Context: an optimization exercise on an open-source flow, tuned for small area. The choices shown serve that exercise and are no tape-out recipe. The RTL was checked by simulation tests, not by an equivalence proof against the original design. No activity file was given, so power comes from the tool's default toggle rates.

// odin_neuron_update
module odin_neuron_update (
    input  wire          CLK,
    input  wire [127:0]  NEUR_STATE,                
    input  wire [ 31:0]  SYNARRAY_RDATA,            
    input  wire          SYN_SIGN,                  
    input  wire [  2:0]  NEUR_ADDR_LSB,             
    input  wire [  4:0]  CTRL_NEUR_VIRTS,           
    input  wire          CTRL_NEUR_EVENT,           
    input  wire          CTRL_NEUR_TREF,            
    input  wire          CTRL_NEUR_BURST_END,       
    input  wire          SPI_PROPAGATE_UNMAPPED_SYN,
    output reg  [ 57:0]  NEUR_STATE_NEXT,           
    output reg           NEUR_V_UP_NEXT,
    output reg           NEUR_V_DOWN_NEXT,
    output reg  [  6:0]  NEUR_EVENT_OUT,
    output wire [ 14:0]  NEUR_STATE_MONITOR
);
For scale: about 810 cells after synthesis, about 68 flip-flops.
Settings: LEC_CHECK=0, CAP_MARGIN=20, CORE_MARGIN=2, CORE_UTILIZATION=50, CTS_BUF_LIST=sky130_fd_sc_hd__clkbuf_8, GPL_TIMING_DRIVEN=0, SLEW_MARGIN=20; clock period 12.0 ns.
standard.sh (not shown) runs the stock make flow with config.mk's settings and CLKGATE_MAP_FILE= SYNTH_SCRIPT=/design/flow/synth_recipe.tcl, a recipe that flattens the netlist after the stock synthesis.
==> flow/flow/run.sh <==
#!/bin/bash
# Own layout flow: the standard ORFS flow, with two changes.
#  - Synthesis (own_synth.tcl): the standard synthesis script, except that
#    arithmetic is left as plain gates for ABC (no full/half adder cell
#    extraction) and ABC uses an area-oriented script (abc_area_deep.script).
#    The registers, their names and cell types are those of the standard synthesis.
#  - Port buffers use the smallest buffer cell (buf_1) instead of the one
#    buffer_ports picks by default.
set -euo pipefail
W=$(pwd)
sed -e "s#@ABC_SCRIPT@#$W/flow/abc_area_deep.script#" -e "s#@FLOW_SYNTH@#$W/synth_recipe.tcl#" flow/own_synth.tcl > own_synth.tcl
bash standard.sh \
  SYNTH_SCRIPT=$W/own_synth.tcl \
  "BUFFER_PORTS_ARGS=-buffer_cell sky130_fd_sc_hd__buf_1" \
  finish > standard_flow.log 2>&1
==> flow/flow/abc_area_deep.script <==
strash
&get -n
&deepsyn -T 60
&put
dch -f
amap -F 4 -A 8
topo
stime -c
==> flow/flow/own_synth.tcl <==
# The standard synthesis (synth_recipe.tcl) with two changes: arithmetic is
# left as plain gates for ABC (no full/half adder cell extraction), and ABC
# runs an area-oriented script instead of ORFS's speed script.
proc extract_fa {args} { puts "own flow: full/half adder extraction skipped" }
proc abc {args} {
  set i [lsearch -exact $args -script]
  if { $i >= 0 } { set args [lreplace $args $i [expr {$i + 1}] -script @ABC_SCRIPT@] }
  yosys abc {*}$args
}
source @FLOW_SYNTH@
==> next run, changes <==
--- a/flow/flow/run.sh
+++ b/flow/flow/run.sh
@@ -7,4 +7,5 @@
 #  - Port buffers use the smallest buffer cell (buf_1) instead of the one
 #    buffer_ports picks by default.
+#  - Clock tree synthesis inserts no dummy loads.
 set -euo pipefail
 W=$(pwd)
@@ -13,3 +14,4 @@
   SYNTH_SCRIPT=$W/own_synth.tcl \
   "BUFFER_PORTS_ARGS=-buffer_cell sky130_fd_sc_hd__buf_1" \
+  "CTS_ARGS=-sink_clustering_enable -repair_clock_nets -dont_use_dummy_load -buf_list sky130_fd_sc_hd__clkbuf_8" \
   finish > standard_flow.log 2>&1
==> flow/flow/abc_area_deep.script (replaced) <==
strash
&get -n
&deepsyn -T 240
&put
dch -f
amap -F 4 -A 8
topo
stime -c
Effect: This time the run finished but fails on negative setup slack; first-iteration DRC count increases slightly; wire length drops by a few percent; sequential cell count does not change; fmax went down by a few percent; global-route usage went down by 0.73 points; cell area hardly moves; utilization climbs by 0.23 points; worst hold slack got worse by 0.0080 ns; total power decreases by a little under a tenth.


Setup of v30:
Another version of the RTL of odin_neuron_update (not shown whole).
For scale: ~840 cells after synthesis, roughly 68 flip-flops, roughly 260 I/O pins.
clock: 12.0 ns
lec_check: 0
cap_margin: 20
core_margin: 2
core_utilization: 70
cts_buf_list: sky130_fd_sc_hd__clkbuf_8
gpl_timing_driven: 0
slew_margin: 20
==> flow/flow/run.sh <==
#!/bin/bash
# Own layout flow: the standard ORFS flow, with two changes.
#  - Synthesis (own_synth.tcl): the standard synthesis script, except that
#    arithmetic is left as plain gates for ABC (no full/half adder cell
#    extraction) and ABC uses an area-oriented script (abc_area_deep.script).
#    The registers, their names and cell types are those of the standard synthesis.
#  - Port buffers use the smallest buffer cell (buf_1) instead of the one
#    buffer_ports picks by default.
#  - Clock tree synthesis inserts no dummy loads.
set -euo pipefail
W=$(pwd)
sed -e "s#@ABC_SCRIPT@#$W/flow/abc_area_deep.script#" -e "s#@FLOW_SYNTH@#$W/synth_recipe.tcl#" flow/own_synth.tcl > own_synth.tcl
bash standard.sh \
  SYNTH_SCRIPT=$W/own_synth.tcl \
  "BUFFER_PORTS_ARGS=-buffer_cell sky130_fd_sc_hd__buf_1" \
  "CTS_ARGS=-sink_clustering_enable -repair_clock_nets -dont_use_dummy_load -buf_list sky130_fd_sc_hd__clkbuf_8 -sink_clustering_size 30 -sink_clustering_max_diameter 150" \
  finish > standard_flow.log 2>&1
==> flow/flow/abc_area_deep.script <==
strash
&get -n
&deepsyn -T 600
&put
dch -f
amap -F 4 -A 8
topo
stime -c
Scripts as last shown in full above: flow/flow/own_synth.tcl
v30: it failed with a tool error in global routing (5_1_grt), so there are no final results.
--- input diff v30..v34 ---
- a change of CORE_UTILIZATION from 70 to 50
-- flow/flow/run.sh --
<<< v30, line 15
  "BUFFER_PORTS_ARGS=-buffer_cell sky130_fd_sc_hd__buf_1" \
  "CTS_ARGS=-sink_clustering_enable -repair_clock_nets -dont_use_dummy_load -buf_list sky130_fd_sc_hd__clkbuf_8 -sink_clustering_size 30 -sink_clustering_max_diameter 150" \
  finish > standard_flow.log 2>&1
>>> v34, line 15
  "BUFFER_PORTS_ARGS=-buffer_cell sky130_fd_sc_hd__buf_1" \
  "CTS_ARGS=-sink_clustering_enable -repair_clock_nets -dont_use_dummy_load -buf_list sky130_fd_sc_hd__clkbuf_8" \
  finish > standard_flow.log 2>&1
==> flow/flow/abc_area_deep.script <==
strash
&get -n
&deepsyn -T 240
&put
dch -f
amap -F 4 -A 8
topo
stime -c
- v34 went all the way through synthesis, placement and routing and the layout is clean on timing, DRC and antenna.
- Per the comparison of v34 with v30, cell area after placement grew by about 3.2%, mean post-synth cell area shrank by about 1.1%, die height grew by about 20%, fraction of the yosys area taken by sequential cells shrank by 0.66 points, count of mapped cells out of synthesis grew by about 4%.
- In v34, the cell area after synthesis came out 2.7% above the value in v30.
- v34 vs v30: horizontal extent of the die up by more than 10%
### v34 -> v58
- CORE_UTILIZATION changed from 50 to 60
-- flow/flow/run.sh --
<<< v34, line 15
  "BUFFER_PORTS_ARGS=-buffer_cell sky130_fd_sc_hd__buf_1" \
  "CTS_ARGS=-sink_clustering_enable -repair_clock_nets -dont_use_dummy_load -buf_list sky130_fd_sc_hd__clkbuf_8" \
  finish > standard_flow.log 2>&1
>>> v58, line 15
  "BUFFER_PORTS_ARGS=-buffer_cell sky130_fd_sc_hd__buf_1" \
  "CTS_ARGS=-sink_clustering_enable -repair_clock_nets -dont_use_dummy_load -buf_list sky130_fd_sc_hd__clkbuf_4 -root_buf sky130_fd_sc_hd__clkbuf_8" \
  finish > standard_flow.log 2>&1
==> flow/flow/abc_area_deep.script <==
strash
&get -n
&deepsyn -T 600
&put
dch -f
amap -F 4 -A 8
topo
stime -c
- Final cell count on v58 is down relative to v34.
- o32ai_1 as the master of the slowest instance on the critical path was reported by v34, and nor4_4 by v58.
- Summary of the comparison: synthesized instance count is lower in v58, relative to v34.
- Per the comparison of v58 with v34, sum of buffers and inverters on the critical path fell by 1; post-route fraction of the period consumed by the critical path rose by 0.50 points.
--- input diff v58..v20 ---
- changing CORE_UTILIZATION from 60 to 50
-- flow/flow/run.sh --
<<< v58, line 15
  "BUFFER_PORTS_ARGS=-buffer_cell sky130_fd_sc_hd__buf_1" \
  "CTS_ARGS=-sink_clustering_enable -repair_clock_nets -dont_use_dummy_load -buf_list sky130_fd_sc_hd__clkbuf_4 -root_buf sky130_fd_sc_hd__clkbuf_8" \
  finish > standard_flow.log 2>&1
>>> v20, line 15
  "BUFFER_PORTS_ARGS=-buffer_cell sky130_fd_sc_hd__buf_1" \
  "CTS_ARGS=-sink_clustering_enable -repair_clock_nets -dont_use_dummy_load -buf_list sky130_fd_sc_hd__clkbuf_8 -sink_clustering_size 30 -sink_clustering_max_diameter 150" \
  finish > standard_flow.log 2>&1
==> flow/flow/abc_area_deep.script <==
strash
&get -n
&deepsyn -T 1200
&put
dch -f
amap -F 4 -A 8
topo
stime -c
## What came out
Between v58 and v20, the difference in layout buffering overhead excluding clock cells is negligible.
From v58 to v20 the numbers moved as follows: area of the placeable core +0.0017 mm²; met1 demand-to-capacity share in global routing -5.4 points.


run A:
odin_neuron_update again, from the RTL that the note above started with.
Design odin_neuron_update, start of the top module:
module odin_neuron_update (
    input  wire          CLK,
    input  wire [127:0]  NEUR_STATE,                
    input  wire [ 31:0]  SYNARRAY_RDATA,            
    input  wire          SYN_SIGN,                  
    input  wire [  2:0]  NEUR_ADDR_LSB,             
    input  wire [  4:0]  CTRL_NEUR_VIRTS,           
    input  wire          CTRL_NEUR_EVENT,           
    input  wire          CTRL_NEUR_TREF,            
    input  wire          CTRL_NEUR_BURST_END,       
    input  wire          SPI_PROPAGATE_UNMAPPED_SYN,
    output reg  [ 57:0]  NEUR_STATE_NEXT,           
    output reg           NEUR_V_UP_NEXT,
    output reg           NEUR_V_DOWN_NEXT,
    output reg  [  6:0]  NEUR_EVENT_OUT,
    output wire [ 14:0]  NEUR_STATE_MONITOR
);
Settings: LEC_CHECK=0, CAP_MARGIN=20, CORE_MARGIN=2, CORE_UTILIZATION=50, CTS_BUF_LIST=sky130_fd_sc_hd__clkbuf_8, GPL_TIMING_DRIVEN=0, SLEW_MARGIN=20; clock period 12.0 ns.
==> flow/flow/run.sh <==
#!/bin/bash
# Own layout flow: the standard ORFS flow, with two changes.
#  - Synthesis (own_synth.tcl): the standard synthesis script, except that
#    arithmetic is left as plain gates for ABC (no full/half adder cell
#    extraction) and ABC uses an area-oriented script (abc_area_deep.script).
#    The registers, their names and cell types are those of the standard synthesis.
#  - Port buffers use the smallest buffer cell (buf_1) instead of the one
#    buffer_ports picks by default.
set -euo pipefail
W=$(pwd)
sed -e "s#@ABC_SCRIPT@#$W/flow/abc_area_deep.script#" -e "s#@FLOW_SYNTH@#$W/synth_recipe.tcl#" flow/own_synth.tcl > own_synth.tcl
bash standard.sh \
  SYNTH_SCRIPT=$W/own_synth.tcl \
  "BUFFER_PORTS_ARGS=-buffer_cell sky130_fd_sc_hd__buf_1" \
  finish > standard_flow.log 2>&1
==> flow/flow/abc_area_deep.script <==
strash
&get -n
&deepsyn -T 60
&put
dch -f
amap -F 4 -A 8
topo
stime -c
Scripts as last shown in full above: flow/flow/own_synth.tcl
Run A did not stop at any stage, and its layout met the timing, DRC and antenna checks.
For run B, these inputs were changed with respect to run A:
--- a/flow/flow/run.sh
+++ b/flow/flow/run.sh
@@ -8,2 +8,3 @@
 #    buffer_ports picks by default.
+#  - Clock tree synthesis inserts no dummy loads.
 set -euo pipefail
@@ -14,2 +15,3 @@
   "BUFFER_PORTS_ARGS=-buffer_cell sky130_fd_sc_hd__buf_1" \
+  "CTS_ARGS=-sink_clustering_enable -repair_clock_nets -dont_use_dummy_load -buf_list sky130_fd_sc_hd__clkbuf_8 -sink_clustering_size 30 -sink_clustering_max_diameter 150" \
   finish > standard_flow.log 2>&1
==> flow/flow/abc_area_deep.script <==
strash
&get -n
&deepsyn -T 240
&put
dch -f
amap -F 4 -A 8
topo
stime -c
[summary]
Total non-filler cell area in the finished layout: run B vs run A down about 5%. As far as number of failing setup endpoints in the final timing report is concerned, run A and run B perform about the same. Summary of run B over run A: via count fell by 266; final critical path time including I/O delays and setup stayed essentially flat; area fraction in and, or, nand and nor cells after synthesis fell by 0.42 points; relative slew slack rose by 5.1 points. Cmp run B and run A / proportion of power drawn by the clock network / higher: run A. Netlist area before placement, run B and run A: larger value in run A.
#### Input delta (run C over run B)
- CORE_UTILIZATION now 55, was 50
==> flow/flow/abc_area_deep.script <==
strash
&get -n
&deepsyn -T 1200
&put
dch -f
amap -F 4 -A 8
strash
dch -f
amap -F 4 -A 8
topo
stime -c
### Flow results
Run C against run B: switching power of the nets higher, number of cells upsized or downsized after cts increased 7. Relative to run B, share of total power in the clock network has decreased by 0.2 points in run C. Looking at run B and run C, the sequential share of cell area is a wash. Fraction of final layout cells with drive strength greater than 1: run B and run C compared, lower one is run B.
The inputs of run D differ from those of run C as listed below.
- swapping 55 for 50 in CORE_UTILIZATION
--- a/flow/flow/abc_area_deep.script
+++ b/flow/flow/abc_area_deep.script
@@ -2,3 +2,3 @@
 &get -n
-&deepsyn -T 1200
+&deepsyn -T 240
 &put
Results
Delta (run D minus run C): layout overhead on the synthesized area up 0.41 points; width of the die up 6.3%; area of the die up about 13%.
Compare run D and run C | area after synthesis higher: run D

## re-timing with driven ports
The results above use ideal ports. As a check the final layouts listed here were re-extracted and re-timed, cells and wires unchanged.
Step 1 assumes that a clkbuf_16 drives the clock port and a buf_2 every other input.
Step 2 adds t to the input delays and takes it off the output delays; t is the mean of the earliest and latest rising clock arrival at the registers after step 1. Input paths then give back, and output paths get back, about the clock's delay inside the block.
Three values: ideal ports, drivers, drivers and shift; two values: the first two.
| run | shift t [ns] | slack for setup (ns) | worst setup path after step 2 | cell pins on the clock port's net |
|---|---|---|---|---|
| the first run of note 1 | 0.386 | 0.456 / 0.469 / 0.084 | input to register | 1 |
| the second run of note 1 | 0.385 | -0.022 / -0.043 / -0.428 | input to register | 1 |
| v34 | 0.396 | 0.486 / 0.496 / 0.100 | input to register | 1 |
| v58 | 0.373 | 0.426 / 0.437 / 0.064 | input to register | 1 |
| v20 | 0.388 | 0.606 / 0.623 / 0.235 | input to register | 1 |
| run A | 0.406 | 0.861 / 0.873 / 0.467 | input to register | 1 |
| run B | 0.396 | 0.858 / 0.870 / 0.475 | input to register | 1 |
| run C | 0.381 | 0.416 / 0.431 / 0.051 | input to register | 1 |
| run D | 0.397 | 0.365 / 0.365 / -0.032 | input to register | 1 |
With both steps, setup timing fails in run D, where it was met with ideal ports. For the second run of note 1, which loses most, drivers alone change the setup slack by -0.021 ns; drivers and shift together by -0.406 ns.
